From an optimization exercise on the open Yosys and OpenROAD flow, aimed at small area, a short achievable clock period and few clock cycles; shortcuts taken in it are not production practice. Only the layout flow was run in this run; the RTL was not checked for function there.

`flow/design.v`:
```
`timescale 1ns / 1ps
module conv1_top #(
    parameter CONV_INPUT_SIZE = 23,
    parameter CONV_OUTPUT_SIZE = 22,
    parameter CONV_OUTPUT_FILTER = 20
)(
    input                     clk,
    input                     rst,
    input                     start,
    output reg         [4: 0] input_addra,
    input  wire signed [15:0] idata,
    output reg  signed [15:0] odata,
    output reg         [4: 0] output_filter,
    output reg         [4: 0] output_addra,
    output reg                done
);
    function [35:0] rom_ctl;
        input [4:0] i;
        begin
            case (i)
                5'd0: rom_ctl = 36'h38806aab1;
                5'd1: rom_ctl = 36'h2aa40068;
                5'd2: rom_ctl = 36'ha42146348;
                5'd3: rom_ctl = 36'h14014d;
                5'd4: rom_ctl = 36'h38918002e;
                5'd5: rom_ctl = 36'ha00008;
                5'd6: rom_ctl = 36'h39606a18e;
                5'd7: rom_ctl = 36'h41b6d229;
                5'd8: rom_ctl = 36'hab1b86396;
                5'd9: rom_ctl = 36'hab0346348;
                5'd10: rom_ctl = 36'h5540140;
                5'd11: rom_ctl = 36'h182b6da46;
                5'd12: rom_ctl = 36'h5200000;
                5'd13: rom_ctl = 36'h2293a824e;
                5'd14: rom_ctl = 36'h1380141;
                5'd15: rom_ctl = 36'h18116d06e;
                5'd16: rom_ctl = 36'h8a0006d;
                5'd17: rom_ctl = 36'hb1b7124d;
                5'd18: rom_ctl = 36'h85a8215;
                5'd19: rom_ctl = 36'ha50c4dc4e;
                default: rom_ctl = 36'h0;
            endcase
        end
    endfunction
    function [27:0] rom_k;
        input [4:0] i;
        begin
            case (i)
                5'd0: rom_k = 28'h55d4e0b;
                5'd1: rom_k = 28'h549abe4;
                5'd2: rom_k = 28'h541b1b0;
                5'd3: rom_k = 28'h54de545;
                5'd4: rom_k = 28'h53b5d45;
                5'd5: rom_k = 28'h554de06;
                5'd6: rom_k = 28'h55e12cd;
                5'd7: rom_k = 28'h5616e17;
                5'd8: rom_k = 28'h55d06c4;
                5'd9: rom_k = 28'h541fdf9;
                5'd10: rom_k = 28'h551d7cc;
                5'd11: rom_k = 28'h56135b9;
                5'd12: rom_k = 28'h5526b59;
                5'd13: rom_k = 28'h54a19dd;
                5'd14: rom_k = 28'h550cd32;
                5'd15: rom_k = 28'h5615d77;
                5'd16: rom_k = 28'h551d891;
                5'd17: rom_k = 28'h56071d9;
                5'd18: rom_k = 28'h549b9ac;
                5'd19: rom_k = 28'h5394d05;
                default: rom_k = 28'h0;
            endcase
        end
    endfunction
    reg idir;    
    always @(posedge clk) begin
        if (rst) begin
            input_addra <= 5'd0;
            idir <= 1'b0;
        end else if (start) begin
            if (!idir) begin
                if (input_addra == 5'd22) begin
                    input_addra <= 5'd21;
                    idir <= 1'b1;
                end else begin
                    input_addra <= input_addra + 5'd1;
                end
            end else begin
                if (input_addra == 5'd0) begin
                    input_addra <= 5'd1;
                    idir <= 1'b0;
                end else begin
                    input_addra <= input_addra - 5'd1;
                end
            end
        end
    end
    always @(posedge clk) begin
        if (rst) begin
            output_filter <= 5'd31;
            output_addra <= 5'd5;
        end else if (start) begin
            if (!output_filter[0]) begin
                if (output_addra == 5'd21) output_filter <= output_filter + 5'd1;
                else output_addra <= output_addra + 5'd1;
            end else begin
                if (output_addra == 5'd0) output_filter <= output_filter + 5'd1;
                else output_addra <= output_addra - 5'd1;
            end
        end
    end
    always @(posedge clk) begin
        if (rst) done <= 1'b0;
        else if (output_filter == 5'd19 && output_addra == 5'd0) done <= 1'b1;
    end
    reg signed [15:0] xn, xo;    
    always @(posedge clk) begin
        xn <= idata;
        xo <= xn;
    end
    wire near_end = output_filter[0] ? (output_addra <= 5'd1) : (output_addra >= 5'd20);
    wire [4:0] fidx = output_filter + {4'd0, near_end};
    wire [35:0] ctl = rom_ctl(fidx);
    wire [27:0] kc = rom_k(fidx);
    wire [16:0] m0 = ctl[0] ? {xo[15], xo} : (ctl[1] ? {xo, 1'b0} : 17'd0);
    wire [16:0] p0 = m0 ^ {17{ctl[2]}};
    wire [27:0] t0 = {{11{1'b0}}, ~p0[16], p0[15:0]} << 0;
    wire [16:0] m1 = ctl[3] ? {xo[15], xo} : (ctl[4] ? {xo, 1'b0} : 17'd0);
    wire [16:0] p1 = m1 ^ {17{ctl[5]}};
    wire [27:0] t1 = {{11{1'b0}}, ~p1[16], p1[15:0]} << 2;
    wire [16:0] m2 = ctl[6] ? {xo[15], xo} : (ctl[7] ? {xo, 1'b0} : 17'd0);
    wire [16:0] p2 = m2 ^ {17{ctl[8]}};
    wire [27:0] t2 = {{11{1'b0}}, ~p2[16], p2[15:0]} << 4;
    wire [16:0] m3 = ctl[9] ? {xo[15], xo} : (ctl[10] ? {xo, 1'b0} : 17'd0);
    wire [16:0] p3 = m3 ^ {17{ctl[11]}};
    wire [27:0] t3 = {{11{1'b0}}, ~p3[16], p3[15:0]} << 6;
    wire [16:0] m4 = ctl[12] ? {xo[15], xo} : (ctl[13] ? {xo, 1'b0} : 17'd0);
    wire [16:0] p4 = m4 ^ {17{ctl[14]}};
    wire [27:0] t4 = {{11{1'b0}}, ~p4[16], p4[15:0]} << 8;
    wire [16:0] m5 = ctl[15] ? {xo[15], xo} : (ctl[16] ? {xo, 1'b0} : 17'd0);
    wire [16:0] p5 = m5 ^ {17{ctl[17]}};
    wire [27:0] t5 = {{11{1'b0}}, ~p5[16], p5[15:0]} << 10;
    wire [16:0] m6 = ctl[18] ? {xn[15], xn} : (ctl[19] ? {xn, 1'b0} : 17'd0);
    wire [16:0] p6 = m6 ^ {17{ctl[20]}};
    wire [27:0] t6 = {{11{1'b0}}, ~p6[16], p6[15:0]} << 0;
    wire [16:0] m7 = ctl[21] ? {xn[15], xn} : (ctl[22] ? {xn, 1'b0} : 17'd0);
    wire [16:0] p7 = m7 ^ {17{ctl[23]}};
    wire [27:0] t7 = {{11{1'b0}}, ~p7[16], p7[15:0]} << 2;
    wire [16:0] m8 = ctl[24] ? {xn[15], xn} : (ctl[25] ? {xn, 1'b0} : 17'd0);
    wire [16:0] p8 = m8 ^ {17{ctl[26]}};
    wire [27:0] t8 = {{11{1'b0}}, ~p8[16], p8[15:0]} << 4;
    wire [16:0] m9 = ctl[27] ? {xn[15], xn} : (ctl[28] ? {xn, 1'b0} : 17'd0);
    wire [16:0] p9 = m9 ^ {17{ctl[29]}};
    wire [27:0] t9 = {{11{1'b0}}, ~p9[16], p9[15:0]} << 6;
    wire [16:0] m10 = ctl[30] ? {xn[15], xn} : (ctl[31] ? {xn, 1'b0} : 17'd0);
    wire [16:0] p10 = m10 ^ {17{ctl[32]}};
    wire [27:0] t10 = {{11{1'b0}}, ~p10[16], p10[15:0]} << 8;
    wire [16:0] m11 = ctl[33] ? {xn[15], xn} : (ctl[34] ? {xn, 1'b0} : 17'd0);
    wire [16:0] p11 = m11 ^ {17{ctl[35]}};
    wire [27:0] t11 = {{11{1'b0}}, ~p11[16], p11[15:0]} << 10;
    wire [27:0] s = t0 + t1 + t2 + t3 + t4 + t5 + t6 + t7 + t8 + t9 + t10 + t11 + kc;
    reg [23:0] sr;       
    reg        sneg;     
    always @(posedge clk) begin
        sr <= s[26:3];
        sneg <= s[27];
    end
    wire [26:0] srw = {3'd0, sr};
    wire [26:0] dsum = (srw >> 12) + (srw >> 10) + (srw >> 7) + (srw >> 1) + (srw << 4) - (srw >> 19) - (srw >> 15) - (srw >> 3) + 5;
    wire [15:0] q = dsum[26:11];
    always @(posedge clk) begin
        odata <= sneg ? 16'sd0 : q;
    end
endmodule
```
`flow/run.sh`:
```
#!/bin/bash
# synth_recipe.tcl (not shown) runs the flow's synth.tcl, then flattens the netlist and writes it again
# the make line also repeats each setting of config.mk as NAME=value (left out here)
make -C /OpenROAD-flow-scripts/flow DESIGN_CONFIG=/design/flow/config.mk WORK_HOME=/design/flow/orfs CLKGATE_MAP_FILE= SYNTH_SCRIPT=/design/flow/synth_recipe.tcl finish
```
`flow/constraint.sdc`:
```
create_clock -name core_clock -period 30.0 [get_ports {clk}]
set_input_delay 6.0000 -clock core_clock [delete_from_list [all_inputs] [get_ports {clk}]]
set_output_delay 6.0000 -clock core_clock [all_outputs]
set_load 0.01 [all_outputs]
```
`flow/config.mk`:
```
export PLATFORM = sky130hd
export DESIGN_NAME = conv1_top
export DESIGN_NICKNAME = conv1_top
export VERILOG_FILES = /design/flow/design.v
export SDC_FILE = /design/flow/constraint.sdc
export NUM_CORES = 8
export LEC_CHECK = 0
export CAP_MARGIN = 20
export CORE_MARGIN = 2
export CORE_UTILIZATION = 40
export SLEW_MARGIN = 20
```
==> run summary <==
## stage by stage
stage / worst slack, ns / instance area [um2] / hold WS (ns) / cells / utilization [%]
floorplan: 21.79 / 18300 / 0.342 / 2083 / -
global placement: 20.29 / 19200 / 0.469 / 2635 / 42.3
detailed placement: 19.99 / 19200 / 0.474 / 2635 / 42.3
CTS: 19.99 / 19400 / 0.490 / 2651 / 42.9
global route: 19.26 / 19500 / 0.531 / 2651 / 43.0
finish: 19.81 / 19500 / 0.498 / 2651 / 43.0
## sequential cells by signal, summed over array words and instances (netlist names)
signal,cells
done,1
output_filter,5
input_addra,5
output_addra,5
xn,16
odata,16
sr,24
xo,16
idir,1
sneg,1
## kinds of logic (layout without fill, tap and decap cells)
kind of cell | after synthesis | after routing | synth area share [%]
fa+ha+maj | 392 | 392 | 37.0
flops | 90 | 90 | 9.86
compound gates | 449 | 449 | 16.3
buf+inv | 435 | 403 | 9.85
mux | 51 | 51 | 2.89
simple gates | 416 | 416 | 11.8
xor+xnor | 250 | 250 | 12.2
## cells in the final DEF (no fill, tap or decap), types with 32 or more instances in the layout
cell / Yosys / routed
inv_1: 302 / 302
and3_1: 54 / 54
buf_4: 18 / 32
and2_1: 37 / 37
xor2_1: 108 / 108
dfxtp_1: 90 / 90
a22oi_1: 49 / 48
fa_1: 248 / 248
nand2_1: 98 / 98
mux2i_1: 46 / 46
a21oi_1: 123 / 121
ha_1: 144 / 144
nor2b_1: 40 / 40
nor2_1: 83 / 81
a31oi_1: 41 / 40
clkdlybuf4s50_1: 0 / 50
o21ai_0: 60 / 60
xnor2_1: 137 / 136
## worst max-delay path by stage
stage,slack [ns],depth (start not counted),to
floorplan,21.79,35,sr[23]
global placement,20.29,31,sr[23]
detailed placement,19.99,27,sr[23]
CTS,19.99,27,sr[23]
global route,19.26,31,sr[23]
finish,19.81,30,sr[23]
## cell usage after synthesis, drive strengths merged (5+ instances only)
cell type	n	area (um2)
a211oi	13	97.6
a21o	21	158
o221ai	6	52.6
nor2	85	324
nor2b	42	268
mux2i	47	483
nor4	5	37.5
ha	144	1800
clkbuf	63	238
o211ai	12	90.1
o21bai	7	52.6
a211o	7	61.3
inv	304	1140
nand3	22	115
nor3	23	125
a21boi	23	176
fa	248	4960
nand2b	20	125
o21ai	72	383
nand2	98	368
xnor2	141	1260
and2	37	231
a31oi	42	269
o22ai	7	43.8
a22oi	49	368
a21oi	127	658
o21a	13	97.6
nand4	8	50.1
xor2	108	946
dfxtp	90	1800
buf	67	418
and3	55	345
a311oi	5	43.8
## metal layers
metal	routed length [um]	track usage (%)
met1	23300	31.1
met2	24100	36.8
met3	3390	3.32
met4	1700	8.16
met5	0	0
## tightest hold or removal path, cell delays in order (launching register included)
cell and delay, ns:
dfxtp_1 0.34, a31oi_1 0.05, nor2_1 0.07
## layout make-up
| cell class | instances | area [um2] | area share, % |
|---|---|---|---|
| flip-flops and latches | 90 | 1800 | 9.26 |
| inverters | 305 | 1140 | 5.88 |
| multi-input cells | 1558 | 14700 | 75.7 |
| repair buffers | 82 | 741 | 3.81 |
| well taps | 600 | 751 | 3.86 |
| clock inverters | 5 | 38.8 | 0.199 |
| clock buffers | 11 | 243 | 1.25 |
==> out/results.ini <==
[run_status]
status = timing/DRC/antenna clean

[timing]
fin_skew_ns = 0.0164
hold_violations = 0
setup_viol = 0
rsz0062_at_grt = no
maxSlewViolCount = 0
finalCriticalPeriod_ns = 10.19
worstMarginPinSlew_ns = 1.17
max_freq_mhz = 98.2
tns_ns = 0
slew_headroom_pct = 20.9
period_share_pct = 34.0

[synth]
synth_cell_types = 90
syn_avg_cell_area_um2 = 8.77
yosysWarnings = 1
ys_async_sr_fraction_pct = 0
synth_edf_count = 0
syn-num-nets = 2494
synthCells = 2083
yosysSeqAreaShare_pct = 9.86
yosys_register_bits = 90
synth_ff_type = dfxtp_1
netlist_area_um2 = 18300

[setup_path]
crit_buf_inv = 6
worstPathMaxFanout = 32
startpoint = output_addra[2]
crit-reg2reg-launch = output_addra[2]
crit_path_max_incr_delay_ns = 0.77
reg2reg_to = sr[23]
worst-r2r-setup-slack_ns = 19.81
crit_path_frequent_cell = fa_1
path_class = reg -> reg
startpoint_type = register
critPathArrivalTime_ns = 10.44
critPathRequiredTime_ns = 30.26
worstRegToRegCells = 30
crit_family = adder cells
cp_slowest_cell = nor4_1
end_kind = register

[route]
wl_per_cell_um = 19.8
vias = 14600
drt-pass1-iter-count = 6
drt_wl_total_mm = 52.5
via_per_inst = 5.51
antenna_left = 0
drc_errors = 0
drt-initial-drc-count = 1221

[die]
rows = 78
die_y_um = 218
coreArea_um2 = 45300
start_util_pct = 40.4
die_x_um = 218
die_area_um2 = 47400
pin_count = 51

[clock_tree]
htree_levels = 3
cts-resized-gates = 0
cts_root_buf = clkbuf_16
tritoncts = built
numCtsBuffers = 9
clkTransAtPathRegs_ns = 0.07
cts.hold.buffers_added = 0
post-cts-setup-buffers = 0
cts.sinks = 90
clock_path_buffers = 2
clock_latency_ns = 0.39

[global_route]
grt_max_degree = 43
grt_use_total_pct = 22.8
antenna_found_initial = 2
grt_pass1_vias = 14900
globalRouteOverflowTotal = 0
grt_pass1_wl_mm = 84.0

[worst_hold_path]
holdPathEnd = done
hold_class = reg -> reg
hold_depth = 2
min-delay-start = done

[cells_and_area]
num-fill-cells = 4558
antenna_cells = 0
areaGrowthSynthToFinish_pct = 6.45
layout-drive-gt1-share_pct = 4.83
final_nets = 2457

[placement]
port_buffers = 50
dp_hpwl_mm = 41.2
gp_congestion = 0.937

[run]
cap_violations = 0

## re-timing with driven ports
In the flow no input, the clock included, has a driving cell. The finished layout below was timed again as built, in two steps. Step 1, drivers: a clkbuf_16 drives clk and a buf_2 each remaining input, both assumed. Step 2 also shifts input and output timing later by t, the mid clock arrival at the registers, as if the neighbouring blocks saw the same clock. Three values: no drivers, after step 1, after step 2; two values: the first two.
shift t [ns]: 0.439
slack for setup (ns): 19.815 / 19.815 / 19.815
hold slack, ns: 0.498 / 0.498 / 0.498
worst setup path after step 2: register to register
After both steps setup and hold are still met in this run. The setup slack of this run moves by 0.000 ns with the drivers and by 0.000 ns with both steps.
